From an optimization exercise on the open Yosys and OpenROAD flow, aimed at small area and a short achievable clock period; shortcuts taken in it are not production practice. In this exercise RTL edits were held to simulation tests only and were not proved equivalent to the original.

==> flow/design.v (outline; a module is shown in full before it is edited, if it fits) <==
// module recip_x2_lut: 20 lines
// module float_recip: 172 lines
// module mul_a: 544 lines
// module mul_c: 1022 lines
// module booth_enc: 13 lines
// module rfa: 6 lines
// module rha: 6 lines
// module rbp: 5 lines
module float_recip(clk,rst,i_cip,i_sj,i_vstart,i_vector_length,i_v0,i_v1,i_v2,i_v3,i_v4,i_v5,i_v6,i_v7,o_result, o_busy);
  // ...
==> flow/run.sh <==
#!/bin/bash
# synth_recipe.tcl (not shown) runs the flow's synth.tcl, then flattens the netlist and writes it again
# the make line also repeats each setting of config.mk as NAME=value (left out here)
make -C /OpenROAD-flow-scripts/flow DESIGN_CONFIG=/design/flow/config.mk WORK_HOME=/design/flow/orfs CLKGATE_MAP_FILE= SYNTH_SCRIPT=/design/flow/synth_recipe.tcl finish
==> flow/config.mk <==
export PLATFORM = sky130hd
export DESIGN_NAME = float_recip
export DESIGN_NICKNAME = float_recip
export VERILOG_FILES = /design/flow/design.v
export SDC_FILE = /design/flow/constraint.sdc
export NUM_CORES = 4
export LEC_CHECK = 0
export CAP_MARGIN = 20
export CORE_MARGIN = 2
export CORE_UTILIZATION = 40
export CTS_BUF_LIST = sky130_fd_sc_hd__clkbuf_4 sky130_fd_sc_hd__clkbuf_8
export PLACE_DENSITY = 0.6
export SLEW_MARGIN = 20
export SYNTH_HIERARCHICAL = 1
export SYNTH_MINIMUM_KEEP_SIZE = 0
==> flow/constraint.sdc <==
create_clock -name core_clock -period 10.0 [get_ports {clk}]
set_input_delay 2.0000 -clock core_clock [delete_from_list [all_inputs] [get_ports {clk}]]
set_output_delay 2.0000 -clock core_clock [all_outputs]
set_load 0.01 [all_outputs]
==> metrics.csv, run 1 <==
stage,metric,value,unit
clock_network,tritoncts,built,
timing,timing_worst_slew_pin_value,1.15,ns
grt,grt_antenna_before_repair,15,
min_path,timing.hold.worst.start,d7lo[7],
timing,post_route_fraction_of_the_period_consumed_by_the_critical_path,37.3,%
layout,layout.cells.non_filler,5910,
timing,setup_viol,0,
grt,maximum_number_of_pins_on_one_net_before_global_route_repair,92,
die,core_region_area,112000,um^2
clock_network,clock-sinks,784,
clock_network,cts_buffer_depth,3,
layout,largest_register_ffs,64,
die,die_h,340,um
layout,post-route-util,47.0,%
clock_network,cts_max_level,4,
critical_path,cp_cell_sequence,clkdlybuf4s50_1,
layout,design.final.nets,5362,
critical_path,path_buf_inv,1,
layout,most-common-layout-cells,"746 x dfxtp_1, 455 x xnor2_1, 368 x a22oi_2",
layout,layout.cells.most_common,dfxtp_1,
run,max_cap_violations,0,
grt,vias_in_the_first_global_route,34700,
critical_path,r2r.worst_path.cells,6,
critical_path,worst-path-max-fanout,1,
layout,nFlopsAndLatches,784,
route,route.top_layer_used,met4,
timing,layout_setup_ws,6.27,ns
outcome,status,no timing/DRC/antenna violations,
timing,timing_hold_violations_final,0,
==> run 2: changes to the inputs <==
==> flow/flow/run.sh (new file) <==
#!/bin/bash
set -euo pipefail
bash standard.sh SETUP_SLACK_MARGIN=7.0 "BUFFER_PORTS_ARGS=-buffer_cell sky130_fd_sc_hd__buf_2" finish > standard_flow.log 2>&1
==> flow/standard.sh (new file) <==
#!/bin/bash
# synth_recipe.tcl (not shown) runs the flow's synth.tcl, then flattens the netlist and writes it again
# the make line also repeats each setting of config.mk as NAME=value (left out here)
make -C /OpenROAD-flow-scripts/flow DESIGN_CONFIG=/design/flow/config.mk WORK_HOME=/design/flow/orfs CLKGATE_MAP_FILE= SYNTH_SCRIPT=/design/flow/synth_recipe.tcl "${@:-finish}"
--- a/flow/config.mk
+++ b/flow/config.mk
@@ -8,7 +8,6 @@
 export CAP_MARGIN = 20
 export CORE_MARGIN = 2
 export CORE_UTILIZATION = 40
-export CTS_BUF_LIST = sky130_fd_sc_hd__clkbuf_4 sky130_fd_sc_hd__clkbuf_8
 export PLACE_DENSITY = 0.6
 export SLEW_MARGIN = 20
 export SYNTH_HIERARCHICAL = 1
removed: flow/run.sh
==> metrics.csv, run 2 <==
stage,metric,value,unit,change
die,die_h,340,um,unchanged
critical_path,critPathMaxStageDelay,0.34,ns,
timing,fin_hold_ws,0.303,ns,
route,detailedRoute.firstPassIterationCount,6,,
timing,timing_worst_slew_pin_value,1.04,ns,-0.111 ns
critical_path,path_depth,1,,
critical_path,worst-path-max-fanout,2,,+1
grt,grt_antenna_before_repair,17,,+2
clock_network,clock-sinks,784,,unchanged
route,dr_total_vias,34600,,
timing,grt_setup_unrepaired,true,,
route,via_per_inst,5.70,,
route,ant_nets,0,,
outcome,status,no timing/DRC/antenna violations,,
critical_path,cp-start-kind,flop,,
die,rows,123,,
timing,final_max_slew_viol_count,0,,
critical_path,cp_cell_sequence,buf_6,,
grt,groute.usage.overall,23.4,%,
min_path,hold_path.class,flop to flop,,
die,boundaryPins,667,,
critical_path,rr_endpoint,pb_11[29],,
synthesis,yosys_warnings,7,,
run,max_cap_violations,0,,unchanged
route,avgRoutedWirePerCell,23.1,um,
timing,fmaxAchievable,320,MHz,
clock_network,clkSlewWorstSetupHoldPaths,0.06,ns,
timing,summed_negative_setup_slack_over_all_endpoints,0,ns,
critical_path,critPathLaunch,busy,,
critical_path,path_buf_inv,1,,unchanged
grt,grt_remaining_overflow,0,,
place,port-buffer-count,365,,
synthesis,syn_inst,3990,,
clock_network,cts_hold_buf,0,,
clock_network,cts_max_level,3,,-1
timing,slew_headroom,30.4,%,
place,placer_congestion,0.954,,
clock_network,cts_made_buffers,84,,
route,post-route-drc-count,0,,
route,drt_iter0_markers,2887,,
timing,post_route_fraction_of_the_period_consumed_by_the_critical_path,31.3,%,-6.1 points
critical_path,worst_setup_endpoint,o_busy,,
critical_path,reg2reg_slack,6.93,ns,
synthesis,post_syn_area,45200,um^2,
clock_network,clk_latency,0.70,ns,
synthesis,postSynthAreaPerCell,11.3,um^2,
timing,timing_hold_violations_final,0,,unchanged
clock_network,cts_buffer_depth,3,,unchanged
critical_path,regToRegStartpoint,one10[2],,
grt,grt_pass1_wl,210000,um,
critical_path,timing.critical_path.required,8.00,ns,
grt,maximum_number_of_pins_on_one_net_before_global_route_repair,92,,unchanged
timing,setup_viol,0,,unchanged
die,die_width,340,um,
layout,layout_overhead_on_the_synthesized_area,22.2,%,
layout,reg_with_most_ffs,o_result,,
die,floorplan.initialDensity,40.3,%,
die,core_region_area,112000,um^2,unchanged
grt,vias_in_the_first_global_route,35100,,+1.0%
layout,layout.cells.most_common,dfxtp_1,,
layout,largest_register_ffs,64,,unchanged
critical_path,worstSetupEndpointType,output pin,,
layout,post-route-util,49.2,%,+2.2 points
die,floorplan.die_area,116000,um^2,
layout,fraction_of_layout_instances_using_a_drive_strength_above_1,34.9,%,
critical_path,timing.critical_path.arrival,1.13,ns,
route,wirelength,140000,um,
clock_network,ctsRootBufferMaster,clkbuf_16,,
timing,fin_crit,3.13,ns,
min_path,worstHoldPathCells,0,,
critical_path,crit_type,flop to output pin,,
timing,final.setup_skew,0.0524,ns,
critical_path,r2r.worst_path.cells,7,,+1
place,dp_hpwl,90200,um,
layout,design.final.nets,5553,,+3.6%
timing,layout_setup_ws,6.87,ns,+0.606 ns
place,dp_slack,6.53,ns,
layout,most-common-layout-cells,"660 x dfxtp_1, 403 x xnor2_1, 368 x a22oi_2",,
critical_path,timing.critical_path.slowest_stage_cell,dfxtp_2,,
clock_network,tritoncts,built,,
critical_path,worst_path_dominant_cell_family,flip-flops,,
-- run 2: cell count changes in the layout (fill, tap and decap cells not counted), moves of 52 or more --
| cell | previous run | this run |
|---|---|---|
| clkbuf_16 | 0 | 88 |
| clkdlybuf4s50_1 | 365 | 0 |
| dfxtp_4 | 2 | 88 |
| buf_4 | 98 | 242 |
| fa_1 | 335 | 269 |
| fa_2 | 0 | 66 |
| clkbuf_8 | 170 | 13 |
| xnor2_2 | 8 | 60 |
| buf_12 | 0 | 88 |
| xnor2_1 | 455 | 403 |
| dfxtp_1 | 746 | 660 |
| buf_2 | 0 | 346 |
-- run 2: worst min path at each step --
stage,from,endpoint,slack [ns]
finish,neg9[3],neg10[3],0.30
global route,neg9[2],neg10[2],0.31
CTS,neg9[3],neg10[3],0.30
detailed placement,one9[0],one10[0],0.31
global placement,two9[0],two10[0],0.31
floorplan,neg9[0],neg10[0],0.31
-- run 2: what timing repair did --
action                     CTS  global route
gates resized for setup    117           123
gates cloned                 1             3
setup buffers              150           149
setup endpoints to repair  173           140
pin swaps                   23            70
-- run 2: area by class of cell --
cell class	instances	area, um^2
inverters	105	420
diodes	10	25.0
fillers	10100	57000
clock inverters	42	671
well taps	1500	1880
repair buffers	703	5720
clock buffers	113	2360
multi-input cells	2801	28100
flip-flops and latches	784	16100
-- run 2: metrics by stage --
step	area (um^2)	std cells
floorplan	45700	4026
global placement	47800	5590
detailed placement	47800	5590
CTS	53300	5896
global route	55300	6056
finish	55300	6058
-- run 2: layer usage --
metal | up-vias | part of all wire [%] | wire [um] | track usage, %
met1 | 16800 | 37 | 52300 | 26.9
li1 | 15400 | - | - | -
met5 | - | 0 | 0 | 0
met2 | 1834 | 48 | 67800 | 40.3
met4 | 0 | 6.8 | 9580 | 13.7
met3 | 579 | 7.3 | 10300 | 4.45
==> run 3: changes to the inputs <==
==> flow/flow/run.sh (replaced) <==
#!/bin/bash
set -euo pipefail
bash standard.sh SETUP_SLACK_MARGIN=7.0 TNS_END_PERCENT=0 "BUFFER_PORTS_ARGS=-buffer_cell sky130_fd_sc_hd__buf_2" finish > standard_flow.log 2>&1
==> metrics.csv, run 3 <==
stage,metric,value,unit,change
place,dp_hpwl,90800,um,+0.71%
timing,summed_negative_setup_slack_over_all_endpoints,0,ns,unchanged
critical_path,timing.critical_path.arrival,1.15,ns,+0.02 ns
layout,ff_latch_area,16100,um^2,-0.28%
clock_network,clock-sinks,784,,unchanged
grt,groute.usage.overall,23.0,%,-0.34 points
timing,setup_viol,0,,unchanged
layout,layout.cells.most_common,dfxtp_1,,
layout,fillers,10400,,+3.3%
route,detailedRoute.firstPassIterationCount,7,,+1
clock_network,clk_latency,0.68,ns,-0.02 ns
timing,final_max_slew_viol_count,0,,unchanged
die,core_region_area,112000,um^2,unchanged
layout,layout_overhead_on_the_synthesized_area,15.4,%,
route,post-route-drc-count,0,,unchanged
die,die_h,340,um,unchanged
route,drt_iter0_markers,2940,,+1.8%
timing,slew_headroom,32.8,%,+2.4 points
route,via_per_inst,5.72,,+0.30%
layout,design.final.nets,5351,,-3.6%
grt,vias_in_the_first_global_route,34700,,-1.2%
clock_network,cts_max_level,3,,unchanged
outcome,status,no timing/DRC/antenna violations,,
route,ant_nets,0,,unchanged
grt,grt_pass1_wl,207000,um,-1.5%
critical_path,path_depth,1,,unchanged
timing,fin_crit,3.15,ns,+0.0193 ns
timing,final.setup_skew,0.0393,ns,-0.0131 ns
grt,grt_remaining_overflow,0,,unchanged
timing,fmaxAchievable,318,MHz,-0.61%
critical_path,path_buf_inv,1,,unchanged
critical_path,critPathMaxStageDelay,0.35,ns,about the same
timing,post_route_fraction_of_the_period_consumed_by_the_critical_path,31.5,%,+0.19 points
route,dr_total_vias,33500,,-3.0%
layout,reg_with_most_ffs,o_result,,
critical_path,cp-start-kind,flop,,
critical_path,worst-path-max-fanout,2,,unchanged
timing,timing_hold_violations_final,0,,unchanged
clock_network,ctsRootBufferMaster,clkbuf_16,,
synthesis,syn_inst,3990,,unchanged
synthesis,postSynthAreaPerCell,11.3,um^2,unchanged
die,die_width,340,um,unchanged
place,placer_congestion,0.956,,+0.29%
clock_network,clkSlewWorstSetupHoldPaths,0.06,ns,about the same
critical_path,worstSetupEndpointType,output pin,,
layout,largest_register_ffs,64,,unchanged
layout,most-common-layout-cells,"674 x dfxtp_1, 450 x xnor2_1, 368 x a22oi_2",,
critical_path,timing.critical_path.slowest_stage_cell,dfxtp_2,,
layout,multiInputGateArea,27400,um^2,-2.4%
synthesis,post_syn_area,45200,um^2,unchanged
route,wirelength,136000,um,-2.7%
route,avgRoutedWirePerCell,23.2,um,+0.62%
min_path,hold_path.class,flop to flop,,
die,floorplan.die_area,116000,um^2,unchanged
synthesis,yosys_warnings,7,,unchanged
die,floorplan.initialDensity,40.3,%,unchanged
critical_path,worst_path_dominant_cell_family,flip-flops,,
timing,timing_worst_slew_pin_value,1.01,ns,-0.0362 ns
clock_network,cts_made_buffers,82,,-2.4%
min_path,worstHoldPathCells,0,,unchanged
clock_network,tritoncts,built,,
die,rows,123,,unchanged
clock_network,cts_buffer_depth,3,,unchanged
critical_path,timing.critical_path.required,8.00,ns,about the same
die,boundaryPins,667,,unchanged
critical_path,r2r.worst_path.cells,6,,-1
grt,grt_antenna_before_repair,23,,+6
grt,maximum_number_of_pins_on_one_net_before_global_route_repair,92,,unchanged
timing,grt_setup_unrepaired,true,,
layout,fraction_of_layout_instances_using_a_drive_strength_above_1,28.4,%,-6.5 points
critical_path,crit_type,flop to output pin,,
run,max_cap_violations,0,,unchanged
place,port-buffer-count,365,,unchanged
critical_path,cp_cell_sequence,buf_2,,
-- run 3: worst reg2reg max path, stage by stage, from the launching register on --
cell and delay [ns]:
dfxtp_4 0.62, buf_12 0.29, xnor2_1 0.17, fa_1 0.46
fa_1 0.45, fa_1 0.55, fa_1 0.44
-- run 3: layer usage --
metal  share of wire [%]  GRT usage, %  vias up
met3                 7.3          4.32      491
met4                 6.1          13.6        0
met5                   0             0        -
met1                  38          26.6    16400
li1                    -             -    14900
met2                  49          39.6     1689
-- run 3: what timing repair did --
item,CTS,global route
endpoints found under the setup margin,179,190
pin swaps,1,5
resized for setup,53,44
hold buffers,0,0
endpoints found under the hold margin,0,0
buffers inserted,39,64
-- run 3: metrics by stage --
stage               instance area [um^2]  util [%]  hold WS [ns]  setup slack (ns)  cells
floorplan                          45600         -         0.309              6.90   4026
global placement                   47600      42.4         0.309              6.53   5590
detailed placement                 47600      42.4         0.312              6.51   5590
CTS                                51300      45.6         0.307              6.81   5778
global route                       52200      46.5         0.321              6.81   5856
finish                             52200      46.5         0.313              6.85   5857
-- run 3: final cells by class --
cell class,instances,share of cell area [%]
Timing Repair Buffer,503,6.63
Clock inverter,36,1.07
Sequential cell,784,30.8
Clock buffer,113,4.49
Tap cell,1500,3.60
Inverter,105,0.805
Antenna cell,15,0.0719
Multi-Input combinational cell,2801,52.5
-- run 3: final timing paths --
path	startpoint	slack (ns)	end
setup / recovery	busy	6.85	o_busy
hold / removal	one9[0]	0.31	one10[0]
setup reg to reg	neg10[2]	6.88	pb_11[16]
hold reg to reg	one9[0]	0.31	one10[0]
==> run 4: changes to the inputs <==
==> flow/flow/run.sh (replaced) <==
#!/bin/bash
set -euo pipefail
bash standard.sh SETUP_SLACK_MARGIN=6.85 "BUFFER_PORTS_ARGS=-buffer_cell sky130_fd_sc_hd__buf_2" finish > standard_flow.log 2>&1
==> metrics.csv, run 4 <==
stage,metric,value,unit,change
outcome,status,no timing/DRC/antenna violations,,
place,dp_hpwl,90200,um,-0.68%
route,ant_nets,0,,unchanged
layout,most-common-layout-cells,"670 x dfxtp_1, 454 x xnor2_1, 368 x a22oi_2",,
clock_network,cts_made_buffers,83,,+1.2%
timing,timing_hold_violations_final,0,,unchanged
critical_path,regToRegStartpoint,neg10[3],,
die,floorplan.die_area,116000,um^2,unchanged
layout,largest_register_ffs,64,,unchanged
place,placer_congestion,1.00,,+5.1%
layout,layout_overhead_on_the_synthesized_area,15.7,%,
critical_path,critPathMaxStageDelay,0.35,ns,about the same
grt,grt_remaining_overflow,0,,unchanged
critical_path,timing.critical_path.slowest_stage_cell,dfxtp_2,,
place,port-buffer-count,365,,unchanged
clock_network,clock-sinks,784,,unchanged
clock_network,clkSlewWorstSetupHoldPaths,0.06,ns,about the same
timing,fin_crit,3.12,ns,-0.0248 ns
route,dr_total_vias,33300,,-0.52%
route,wirelength,136000,um,-0.25%
route,drt_iter0_markers,2611,,-11%
layout,design.final.nets,5362,,+0.21%
clock_network,cts_max_level,3,,unchanged
critical_path,worst-path-max-fanout,1,,-1
die,die_width,340,um,unchanged
die,floorplan.initialDensity,40.3,%,unchanged
timing,summed_negative_setup_slack_over_all_endpoints,0,ns,unchanged
critical_path,worst_setup_endpoint,o_result[48],,
grt,grt_antenna_before_repair,23,,unchanged
critical_path,cp_cell_sequence,buf_6,,
layout,layout.cells.non_filler,5865,,+0.14%
synthesis,postSynthAreaPerCell,11.3,um^2,unchanged
critical_path,crit_type,flop to output pin,,
critical_path,critPathLaunch,o_result[48],,
critical_path,timing.critical_path.required,8.00,ns,about the same
timing,grt_setup_unrepaired,true,,
die,rows,123,,unchanged
critical_path,path_buf_inv,1,,unchanged
synthesis,post_syn_area,45200,um^2,unchanged
timing,timing_worst_slew_pin_value,1.01,ns,+0.000471 ns
die,core_region_area,112000,um^2,unchanged
die,boundaryPins,667,,unchanged
grt,grt_pass1_wl,205000,um,-0.89%
critical_path,worst_path_dominant_cell_family,flip-flops,,
layout,fraction_of_layout_instances_using_a_drive_strength_above_1,28.7,%,+0.22 points
clock_network,tritoncts,built,,
route,post-route-drc-count,0,,unchanged
min_path,hold_path.class,flop to flop,,
critical_path,timing.critical_path.arrival,1.12,ns,-0.03 ns
synthesis,syn_inst,3990,,unchanged
route,avgRoutedWirePerCell,23.2,um,-0.39%
clock_network,ctsRootBufferMaster,clkbuf_16,,
layout,layout.cells.most_common,dfxtp_1,,
timing,final.setup_skew,0.0416,ns,+0.00228 ns
clock_network,cts_buffer_depth,3,,unchanged
timing,post_route_fraction_of_the_period_consumed_by_the_critical_path,31.2,%,-0.25 points
timing,final_max_slew_viol_count,0,,unchanged
critical_path,worstSetupEndpointType,output pin,,
timing,setup_viol,0,,unchanged
critical_path,r2r.worst_path.cells,6,,unchanged
timing,slew_headroom,32.7,%,-0.12 points
timing,fmaxAchievable,320,MHz,+0.80%
place,dpl.cell_count,5605,,+0.27%
route,detailedRoute.firstPassIterationCount,9,,+2
grt,maximum_number_of_pins_on_one_net_before_global_route_repair,92,,unchanged
die,die_h,340,um,unchanged
route,via_per_inst,5.68,,-0.65%
clock_network,clk_latency,0.68,ns,about the same
synthesis,yosys_warnings,7,,unchanged
clock_network,cts_hold_buf,0,,unchanged
layout,reg_with_most_ffs,o_result,,
grt,groute.usage.overall,22.9,%,-0.13 points
grt,vias_in_the_first_global_route,34100,,-1.5%
critical_path,cp-start-kind,flop,,
critical_path,path_depth,1,,unchanged
run,max_cap_violations,0,,unchanged
critical_path,reg2reg_slack,6.89,ns,about the same
critical_path,rr_endpoint,pb_11[21],,
## run 4: worst min-delay path by stage
| stage | from | to | slack (ns) | cells after the start |
|---|---|---|---|---|
| after global routing | se5[1] | se6[1] | 0.32 | 0 |
| final | d7lo[4] | d8[4] | 0.31 | 0 |
| after floorplan | neg9[0] | neg10[0] | 0.31 | 0 |
| after CTS | se5[1] | se6[1] | 0.31 | 0 |
| after global placement | one9[1] | one10[1] | 0.31 | 0 |
| after detailed placement | one9[2] | one10[2] | 0.31 | 0 |
## run 4: metrics by stage
stage / area [um^2] / setup WS, ns / util, % / hold slack, ns
2_1_floorplan: 45500 / 6.85 / - / 0.309
3_3_place_gp: 47700 / 6.29 / 42.4 / 0.309
3_5_place_dp: 47700 / 6.42 / 42.4 / 0.312
4_1_cts: 51500 / 6.80 / 45.9 / 0.309
5_1_grt: 52300 / 6.82 / 46.6 / 0.317
6_report: 52300 / 6.88 / 46.6 / 0.309
## run 4: what timing repair did
action	4_1_cts	5_1_grt
gates resized for setup	89	55
pin swaps	2	10
setup buffers	50	48
setup endpoints to repair	121	105
## run 4: final cells by class
type	count	area, um^2
fill	10400	60000
multi-input combinational	2801	27400
sequential	784	16100
timing repair buffer	513	3650
clock buffer	107	2310
tap	1500	1880
clock inverter	41	538
inverter	105	417
antenna	14	35.0
## run 4: routing by layer
layer,vias up,wire length (um),global-route usage [%],share of wire (%)
li1,15000,-,-,-
met1,16300,51300,26.3,38
met2,1617,66500,39.6,49
met3,485,9590,4.12,7.1
met4,2,8450,13.9,6.2
met5,-,13,0,0.0096

==> separate check: timing with driven ports <==
The results above use ideal ports. As a check the final layouts listed here were re-extracted and re-timed, cells and wires unchanged.
Step 1 sets driving cells, clkbuf_16 on the clock port and buf_2 on the other inputs (assumed; they add their load-dependent delay and slew).
Step 2 also shifts input and output timing later by t, the mid clock arrival at the registers, as if the neighbouring blocks saw the same clock.
Three values: ideal ports, drivers, drivers and shift; two values: the first two.
run | t, ns | slack for setup (ns) | worst setup path after step 2 | worst register clock-pin slew, ns | pins driven straight from the clock port
run 1 | 0.879 | 6.266 / 6.198 / 6.160 | input to register | 0.07 / 0.07 | 1
run 2 | 0.732 | 6.873 / 6.808 / 6.842 | input to register | 0.07 / 0.07 | 1
run 3 | 0.730 | 6.853 / 6.786 / 6.838 | input to register | 0.06 / 0.06 | 1
run 4 | 0.736 | 6.878 / 6.805 / 6.660 | input to register | 0.06 / 0.06 | 1
After both steps setup and hold are still met in every run listed. For run 4, which loses most, drivers alone change the setup slack by -0.073 ns; drivers and shift together by -0.218 ns.
